What follows belongs to an exercise in optimizing a design on an open flow for small area, a short achievable clock period and few clock cycles; a production flow would make more cautious choices. At most, simulation tests tie the RTL to the original design; equivalence was not proved.

the reference run:
Design fir_single_chan, start of the top module:
module fir_single_chan (
  input clk,
  input rst,
  output logic [15:0] data_addr_rd_o,
  output logic [15:0] data_addr_wr_o,
  input  logic [15:0] data_din_i,
  output logic [15:0] data_dout_o,
  output logic        data_we_o,
  output logic        done_intr
);
clock: 5.5 ns
lec_check: 0
cap_margin: 20
core_margin: 2
core_utilization: 40
cts_buf_list: sky130_fd_sc_hd__clkbuf_16
cts_cluster_diameter: 100
cts_cluster_size: 22
place_density: 0.6
setup_slack_margin: 3.2
slew_margin: 20
standard.sh (not shown) runs the stock make flow with config.mk's settings and CLKGATE_MAP_FILE= SYNTH_SCRIPT=/design/flow/synth_recipe.tcl, a recipe that flattens the netlist after the stock synthesis.
==> flow/flow/run.sh <==
#!/bin/bash
# Own layout flow: the standard ORFS flow (standard.sh, standard synthesis), with the
# ports buffered by plain buffers instead of the delay cells buffer_ports picks by default,
# and sizing not held to the cells' footprints. Each tool's output goes to a log here.
set -uo pipefail
bash standard.sh \
  'BUFFER_PORTS_ARGS=-buffer_cell sky130_fd_sc_hd__buf_2' \
  MATCH_CELL_FOOTPRINT=0 \
  finish > flow_make.log 2>&1
status=$?
cp -r orfs/logs flow_logs 2>/dev/null || true
exit $status
Testbench counts of the reference run, summed over its fixed seeds: cycles 262,196.
## Diff of input files: the trial run against the reference run
- PLACE_DENSITY now 0.7, was 0.6
- CORE_UTILIZATION now 55, was 40
-- flow/flow/run.sh --
<<< the reference run, line 6
bash standard.sh \
  'BUFFER_PORTS_ARGS=-buffer_cell sky130_fd_sc_hd__buf_2' \
  MATCH_CELL_FOOTPRINT=0 \
>>> the trial run, line 6
bash standard.sh \
  'BUFFER_PORTS_ARGS=-buffer_cell sky130_fd_sc_hd__buf_4' \
  MATCH_CELL_FOOTPRINT=0 \
## What came out
The trial run vs the reference run on maximum fanout along the worst path: the trial run is the lower one. Delta (the trial run minus the reference run): final critical-path share of the clock period saw an increase, area of combinational cells with multiple inputs shows an increase of about 0.7%, total setup buffers inserted after CTS now larger, weighted congestion at the end of routability-driven global placement saw a decrease, sequential share of layout area fell 0.33 points. The flow did not stop early for the trial run: all stages ran, and the layout cleared the timing, DRC and antenna checks. Lower area of all placed cells without fillers was reported by the reference run, not the trial run.


Setup of run 1:
fir_single_chan, a different RTL version from the one above (not shown whole).
For scale: roughly 1,300 cells after synthesis, about 320 flip-flops, about 68 I/O pins, about 14,000 µm² of cells after synthesis.
==> flow/config.mk <==
export PLATFORM = sky130hd
export DESIGN_NAME = fir_single_chan
export DESIGN_NICKNAME = fir_single_chan
export VERILOG_FILES = /design/flow/design.v
export SDC_FILE = /design/flow/constraint.sdc
export NUM_CORES = 4
export LEC_CHECK = 0
export CAP_MARGIN = 20
export CORE_MARGIN = 2
export CORE_UTILIZATION = 40
export CTS_BUF_LIST = sky130_fd_sc_hd__clkbuf_16
export CTS_CLUSTER_DIAMETER = 100
export CTS_CLUSTER_SIZE = 22
export PLACE_DENSITY = 0.6
export SETUP_SLACK_MARGIN = 3.3
export SLEW_MARGIN = 20
==> flow/constraint.sdc <==
create_clock -name core_clock -period 5.5 [get_ports {clk}]
set_input_delay 1.1000 -clock core_clock [delete_from_list [all_inputs] [get_ports {clk}]]
set_output_delay 1.1000 -clock core_clock [all_outputs]
set_load 0.01 [all_outputs]
==> flow/flow/run.sh <==
#!/bin/bash
# Own layout flow: the standard ORFS flow (standard.sh, standard synthesis), with the
# ports buffered by plain buffers instead of the delay cells buffer_ports picks by default,
# and sizing not held to the cells' footprints. Each tool's output goes to a log here.
set -uo pipefail
bash standard.sh \
  'BUFFER_PORTS_ARGS=-buffer_cell sky130_fd_sc_hd__buf_4' \
  MATCH_CELL_FOOTPRINT=0 \
  finish > flow_make.log 2>&1
status=$?
cp -r orfs/logs flow_logs 2>/dev/null || true
exit $status
Relative to run 1, the following input files were edited for run 2:
diff --git a/flow/config.mk b/flow/config.mk
--- a/flow/config.mk
+++ b/flow/config.mk
@@ -15 +15 @@
-export SETUP_SLACK_MARGIN = 3.3
+export SETUP_SLACK_MARGIN = 3.4
@@ -16,0 +17 @@
+export TNS_END_PERCENT = 40
==> summary.txt <==
No run among run 1 and run 2 stopped early or left any final violation; all are clean.
The clock transition at the registers of the reported paths on run 2 is in line with that on run 1.
The final worst-path setup slack in run 2 sits 0.033 ns above the value recorded for run 1.
Status: global-route usage parity (run 2, run 1)
Sequential share of layout area is higher on run 1
Of run 1 and run 2, the run reporting the lower final core utilization was run 1.
> inputs changed (run 2 -> run 3)
diff --git a/flow/config.mk b/flow/config.mk
--- a/flow/config.mk
+++ b/flow/config.mk
@@ -15 +15 @@
-export SETUP_SLACK_MARGIN = 3.4
+export SETUP_SLACK_MARGIN = 3.5
@@ -17 +17 @@
-export TNS_END_PERCENT = 40
+export TNS_END_PERCENT = 0
Notes after the runs:
Compared with run 2, run 3 has less setup slack. Going from run 2 to run 3, fill cell instance count of the final layout grew by a few percent. In the final reports, the cell area of run 3 is smaller than that of run 2. In the flow results for run 3 and run 2, the wire length per cell is smaller on run 3. Of the two candidates, run 2 has the worse via count of the routed design and run 3 the better one. Note that the non-clock buffer count recorded for run 2 amounts to 1.6 times the value seen in run 3.
No run of this note included a check of the RTL's function; only the layout flow was run.


fir_single_chan, a different RTL version from the one above (not shown whole).
Size in the first run: roughly 320 flip-flops.
clock: 5.5 ns
lec_check: 0
cap_margin: 20
core_margin: 2
core_utilization: 40
cts_buf_list: sky130_fd_sc_hd__clkbuf_8
cts_cluster_diameter: 80
cts_cluster_size: 16
place_density: 0.6
setup_slack_margin: 3.2
slew_margin: 20
==> flow/flow/run.sh <==
#!/bin/bash
# Own layout flow: the standard ORFS flow (standard.sh), with
#  - the ports buffered by plain buf_2 buffers instead of the delay cells buffer_ports picks,
#  - sizing not held to the cells' footprints,
#  - the slow four- and five-input AND-OR/OR-AND and wide gates added to the platform's
#    don't-use list (flow/dont_use_slow.txt), so synthesis and repair build the adders from
#    simpler, faster gates. The platform's own list is repeated from flow/dont_use_platform.txt
#    because a command-line setting replaces it.
# Registers are untouched: the synthesis is ORFS's, through the standard flow's synth_recipe.tcl.
# Each tool's output goes to a log here.
set -uo pipefail
here=$(pwd)
dont_use="$(cat "$here/flow/dont_use_platform.txt") $(cat "$here/flow/dont_use_slow.txt")"
bash standard.sh \
  'BUFFER_PORTS_ARGS=-buffer_cell sky130_fd_sc_hd__buf_2' \
  MATCH_CELL_FOOTPRINT=0 \
  "DONT_USE_CELLS=$dont_use" \
  finish > flow_make.log 2>&1
status=$?
cp -r orfs/logs flow_logs 2>/dev/null || true
exit $status
Other scripts of this flow, unchanged in this note and not shown: flow/flow/dont_use_platform.txt, flow/flow/dont_use_slow.txt
Testbench counts at the start, summed over its fixed seeds: cycles 262,196.
Next try:
--- a/flow/config.mk
+++ b/flow/config.mk
@@ -13,4 +13,4 @@
 export CTS_CLUSTER_SIZE = 16
 export PLACE_DENSITY = 0.6
-export SETUP_SLACK_MARGIN = 3.2
+export SETUP_SLACK_MARGIN = 3.3
 export SLEW_MARGIN = 20
Non-clock buffer count came out higher by 38.
Critical path depth does not change.
Routed wire length climbs by 3.9%.
Clock skew went up by 0.0046 ns.
Sequential cell count stays the same.
Next try:
--- a/flow/config.mk
+++ b/flow/config.mk
@@ -13,4 +13,4 @@
 export CTS_CLUSTER_SIZE = 16
 export PLACE_DENSITY = 0.6
-export SETUP_SLACK_MARGIN = 3.3
+export SETUP_SLACK_MARGIN = 3.5
 export SLEW_MARGIN = 20
=>
- routed wire length climbs by a few percent
- first-iteration DRC count climbs by a quarter to a third
- final cell count climbs slightly
- core utilization climbs by 2.6 points
- worst setup slack is about the same
- non-clock buffer count climbs by 29


fir_single_chan, a different RTL version from the one above (not shown whole).
Size in the first run: roughly 1300 cells after synthesis, about 320 flip-flops, ~68 I/O pins, ~0.015 mm² of cells after synthesis.
==> flow/config.mk <==
export PLATFORM = sky130hd
export DESIGN_NAME = fir_single_chan
export DESIGN_NICKNAME = fir_single_chan
export VERILOG_FILES = /design/flow/design.v
export SDC_FILE = /design/flow/constraint.sdc
export NUM_CORES = 4
export LEC_CHECK = 0
export CAP_MARGIN = 20
export CORE_MARGIN = 2
export CORE_UTILIZATION = 40
export PLACE_DENSITY = 0.6
export SETUP_SLACK_MARGIN = 2.5
export SLEW_MARGIN = 20
==> flow/constraint.sdc <==
create_clock -name core_clock -period 5.5 [get_ports {clk}]
set_input_delay 1.1000 -clock core_clock [delete_from_list [all_inputs] [get_ports {clk}]]
set_output_delay 1.1000 -clock core_clock [all_outputs]
set_load 0.01 [all_outputs]
run.sh (not shown) runs the stock make flow with config.mk's settings and CLKGATE_MAP_FILE= SYNTH_SCRIPT=/design/flow/synth_recipe.tcl, a recipe that flattens the netlist after the stock synthesis.
Stock flow here: none of the scripts above is used.
Next try:
--- a/flow/config.mk
+++ b/flow/config.mk
@@ -12 +11,0 @@
-export SETUP_SLACK_MARGIN = 2.5
Result: The new run ran to the end with no violations; non-clock buffer count stays the same; cell area is about the same; sequential share of layout area is about the same; clock skew barely changes; sequential cell count does not change; setup slack gets worse by 0.078 ns; global-route usage does not change.
Next try:
==> flow/flow/run.sh (new file) <==
#!/bin/bash
# Own layout flow: the standard ORFS flow (standard.sh, standard synthesis), with the
# ports buffered by plain buffers instead of the delay cells buffer_ports picks by default,
# and sizing not held to the cells' footprints. Each tool's output goes to a log here.
set -uo pipefail
bash standard.sh \
  'BUFFER_PORTS_ARGS=-buffer_cell sky130_fd_sc_hd__buf_4' \
  MATCH_CELL_FOOTPRINT=0 \
  finish > flow_make.log 2>&1
status=$?
cp -r orfs/logs flow_logs 2>/dev/null || true
exit $status
==> flow/standard.sh (new file) <==
#!/bin/bash
# synth_recipe.tcl (not shown) runs the flow's synth.tcl, then flattens the netlist and writes it again
# the make line also repeats each setting of config.mk as NAME=value (left out here)
make -C /OpenROAD-flow-scripts/flow DESIGN_CONFIG=/design/flow/config.mk WORK_HOME=/design/flow/orfs CLKGATE_MAP_FILE= SYNTH_SCRIPT=/design/flow/synth_recipe.tcl "${@:-finish}"
removed: flow/run.sh
The new run went through all stages and came out clean.
Core utilization goes down by 0.66 points.
Maximum frequency goes up by 0.90%.
Design area goes down by 1.4%.
Register-to-register slack gains 0.03 ns.
Hold slack is about the same.
Via count barely changes.
Non-clock buffer count is unchanged.
Wire length goes up by 1.6%.
Function was not checked in any run of this note: the RTL went through the layout flow alone.

==> re-timing with driven ports <==
The results above use ideal ports. As a check the final layouts listed here were re-extracted and re-timed, cells and wires unchanged.
Step 1 assumes that a clkbuf_16 drives the clock port and a buf_2 every other input.
Step 2 times the ports against the registers' clock, not the clock port: input delays grow and output delays shrink by t, the midpoint of the rising clock arrivals with the driver on.
Three values: ideal ports, drivers, drivers and shift; two values: the first two.
run	shift t [ns]	setup slack, ns	worst hold slack (ns)	worst slew at a driven data input, ns
the reference run	0.552	3.257 / 3.225 / 3.116	0.328 / 0.328 / 0.328	0.05
the trial run	0.550	3.198 / 3.198 / 3.134	0.330 / 0.330 / 0.330	0.05
run 1	0.548	3.119 / 3.119 / 3.119	0.326 / 0.326 / 0.326	0.03
run 2	0.552	3.152 / 3.152 / 3.152	0.326 / 0.326 / 0.326	0.04
run 3	0.551	3.067 / 3.067 / 3.067	0.327 / 0.327 / 0.327	0.03
the first run of note 3	0.597	3.275 / 3.236 / 3.125	0.322 / 0.322 / 0.322	0.04
the second run of note 3	0.600	3.278 / 3.278 / 3.115	0.325 / 0.325 / 0.325	0.04
the third run of note 3	0.598	3.276 / 3.276 / 3.136	0.308 / 0.308 / 0.308	0.04
the first run of note 4	0.556	2.700 / 2.700 / 2.700	0.353 / 0.353 / 0.353	0.03
the second run of note 4	0.557	2.622 / 2.622 / 2.622	0.353 / 0.353 / 0.353	0.03
the third run of note 4	0.565	2.647 / 2.647 / 2.647	0.353 / 0.353 / 0.353	0.03
After both steps setup and hold are still met in every run listed. The setup slack of the second run of note 3, which loses most, moves by 0.000 ns with the drivers and by -0.163 ns with both steps.
